This is an optimization exercise on Yosys and OpenROAD, whose aim is small area, not a production implementation. Function was checked by simulation only, so behaviour that the tests miss may differ from the original.

Design wal_video, start of the top module:
module wal_video (
    input  logic        clk,
    input  logic        rst,         
    input  logic        reg_we,
    input  logic [3:0]  reg_addr,    
    input  logic [31:0] reg_wdata,
    output logic [11:0] vram_addr,
    input  logic [31:0] vram_rdata,
    output logic        hs,
    output logic        vs,
    output logic        vde,
    output logic [3:0]  red,
    output logic [3:0]  green,
    output logic [3:0]  blue
);
Size in the first run: roughly 250 flip-flops, ~98 I/O pins.
==> flow/config.mk <==
export PLATFORM = sky130hd
export DESIGN_NAME = wal_video
export DESIGN_NICKNAME = wal_video
export VERILOG_FILES = /design/flow/design.v
export SDC_FILE = /design/flow/constraint.sdc
export NUM_CORES = 4
export LEC_CHECK = 0
export ABC_AREA = 1
export CAP_MARGIN = 0
export CORE_MARGIN = 2
export CORE_UTILIZATION = 40
export CTS_CLUSTER_DIAMETER = 70
export CTS_CLUSTER_SIZE = 24
export SLEW_MARGIN = 0
export SYNTH_MEMORY_MAX_BITS = 32768
==> flow/constraint.sdc <==
create_clock -name core_clock -period 18.0 [get_ports {clk}]
set_input_delay 3.6000 -clock core_clock [delete_from_list [all_inputs] [get_ports {clk}]]
set_output_delay 3.6000 -clock core_clock [all_outputs]
set_load 0.01 [all_outputs]
standard.sh (not shown) runs the stock make flow with config.mk's settings and CLKGATE_MAP_FILE= SYNTH_SCRIPT=/design/flow/synth_recipe.tcl, a recipe that flattens the netlist after the stock synthesis.
==> flow/flow/run.sh <==
#!/bin/bash
# Own layout flow: the standard layout (standard.sh), except that
#  - synthesis maps the combinational logic with an area-oriented ABC script
#    (flow/area.script); everything else in synthesis, including the
#    registers, is the standard synthesis (flow/my_synth.tcl is
#    synth_recipe.tcl with the abc call's script swapped);
#  - synthesis leaves adders to ABC instead of mapping them to the
#    library's full/half-adder cells (ADDER_MAP_FILE empty);
#  - port buffers are the smallest buffer (sky130_fd_sc_hd__buf_1).
set -euo pipefail
W=$(pwd)
F=$W/flow
sed "s#SYNTH_SCRIPT=[^ ]*#SYNTH_SCRIPT=$F/my_synth.tcl#" standard.sh > $W/my_standard.sh
grep -q "SYNTH_SCRIPT=$F/my_synth.tcl" $W/my_standard.sh
export MY_ABC_SCRIPT=$F/area.script
export ADDER_MAP_FILE=
export BUFFER_PORTS_ARGS="-buffer_cell sky130_fd_sc_hd__buf_1"
bash $W/my_standard.sh finish > $W/flow_make.log 2>&1
==> flow/flow/area.script <==
strash
ifraig
scorr
dc2
dch -f
amap -m -F 2 -A 6
strash
dch -f
amap -m -F 2 -A 6
topo
==> flow/flow/my_synth.tcl <==
proc synth {args} { yosys synth -nofsm -noshare {*}$args }
proc abc {args} {
  set i [lsearch -exact $args -script]
  if {$i >= 0} { set args [lreplace $args $i [expr {$i+1}] -script $::env(MY_ABC_SCRIPT)] }
  yosys abc {*}$args
}
source $::env(SCRIPTS_DIR)/synth.tcl
# left out here: clear keep_hierarchy, flatten, clean up, hide names made inside functions, write 1_2_yosys.v
The starting point finished clean.
Edit:
Settings changed: GPL_TIMING_DRIVEN from default to 0.
Synthesized cell count is unchanged.
Count of clock-buffer cells in the layout is lower by 1.
First-iteration DRC count is lower by 1.9%.
Final area is higher by 0.43%.


Another version of the RTL of wal_video (not shown whole).
Size in the first run: roughly 1500 cells after synthesis, about 270 flip-flops, roughly 98 I/O pins.
clock: 18.0 ns
lec_check: 0
abc_area: 1
cap_margin: 20
core_margin: 2
core_utilization: 40
slew_margin: 20
synth_memory_max_bits: 32768
==> flow/flow/run.sh <==
#!/bin/bash
# Own layout flow: the standard layout (standard.sh), except that
#  - synthesis maps the combinational logic with an area-oriented ABC script
#    (flow/area.script); everything else in synthesis, including the
#    registers, is the standard synthesis (flow/my_synth.tcl is
#    synth_recipe.tcl with the abc call's script swapped);
#  - port buffers are the smallest buffer (sky130_fd_sc_hd__buf_1).
set -euo pipefail
W=$(pwd)
F=$W/flow
sed "s#SYNTH_SCRIPT=[^ ]*#SYNTH_SCRIPT=$F/my_synth.tcl#" standard.sh > $W/my_standard.sh
grep -q "SYNTH_SCRIPT=$F/my_synth.tcl" $W/my_standard.sh
export MY_ABC_SCRIPT=$F/area.script
export BUFFER_PORTS_ARGS="-buffer_cell sky130_fd_sc_hd__buf_1"
bash $W/my_standard.sh finish > $W/flow_make.log 2>&1
==> flow/flow/area.script <==
strash
dch
amap
strash
dch
amap
topo
Scripts as last shown in full above: flow/flow/my_synth.tcl
The baseline completed without violations.
Rerun with:
==> flow/flow/area.script (replaced) <==
strash
ifraig
scorr
dc2
dch -f
amap -m -F 2 -A 6
strash
dch -f
amap -m -F 2 -A 6
topo
CAP_MARGIN = 0   (was 20)
CTS_CLUSTER_DIAMETER = 80   (was unset)
CTS_CLUSTER_SIZE = 30   (was unset)
SLEW_MARGIN = 0   (was 20)
After rerunning: Hold slack loses 0.0085 ns; final cell count fell by 2.8%; via count fell by 0.85%; sequential share of layout area rose by 1.4 points; worst setup slack gains 0.17 ns; synthesized cell count fell by 1.4%; non-clock buffer count fell by 12.

separate check: timing with driven ports:
How much do the figures lean on ideal ports? The routed layouts below were timed once more, with nothing changed but the port constraints.
Step 1 assumes that a clkbuf_16 drives the clock port and a buf_2 every other input.
Step 2, shift: input delay + t, output delay - t, t = (earliest + latest rising clock arrival at the registers) / 2. This alone moves slack from input paths to output paths.
Slacks: ideal ports / drivers / drivers and shift; pairs: ideal ports / drivers.
run | shift t [ns] | slack for setup (ns) | worst hold slack (ns) | worst register clock-pin slew, ns
the first run of note 1 | 0.561 | 1.049 / 1.001 / 1.562 | 0.508 / 0.508 / 0.508 | 0.09 / 0.09
the second run of note 1 | 0.559 | 1.045 / 1.002 / 1.562 | 0.520 / 0.520 / 0.520 | 0.10 / 0.10
the first run of note 2 | 0.610 | 1.590 / 1.541 / 2.151 | 0.617 / 0.617 / 0.617 | 0.07 / 0.07
the second run of note 2 | 0.542 | 1.762 / 1.713 / 2.255 | 0.609 / 0.609 / 0.609 | 0.12 / 0.12
After both steps setup and hold are still met in every run listed.
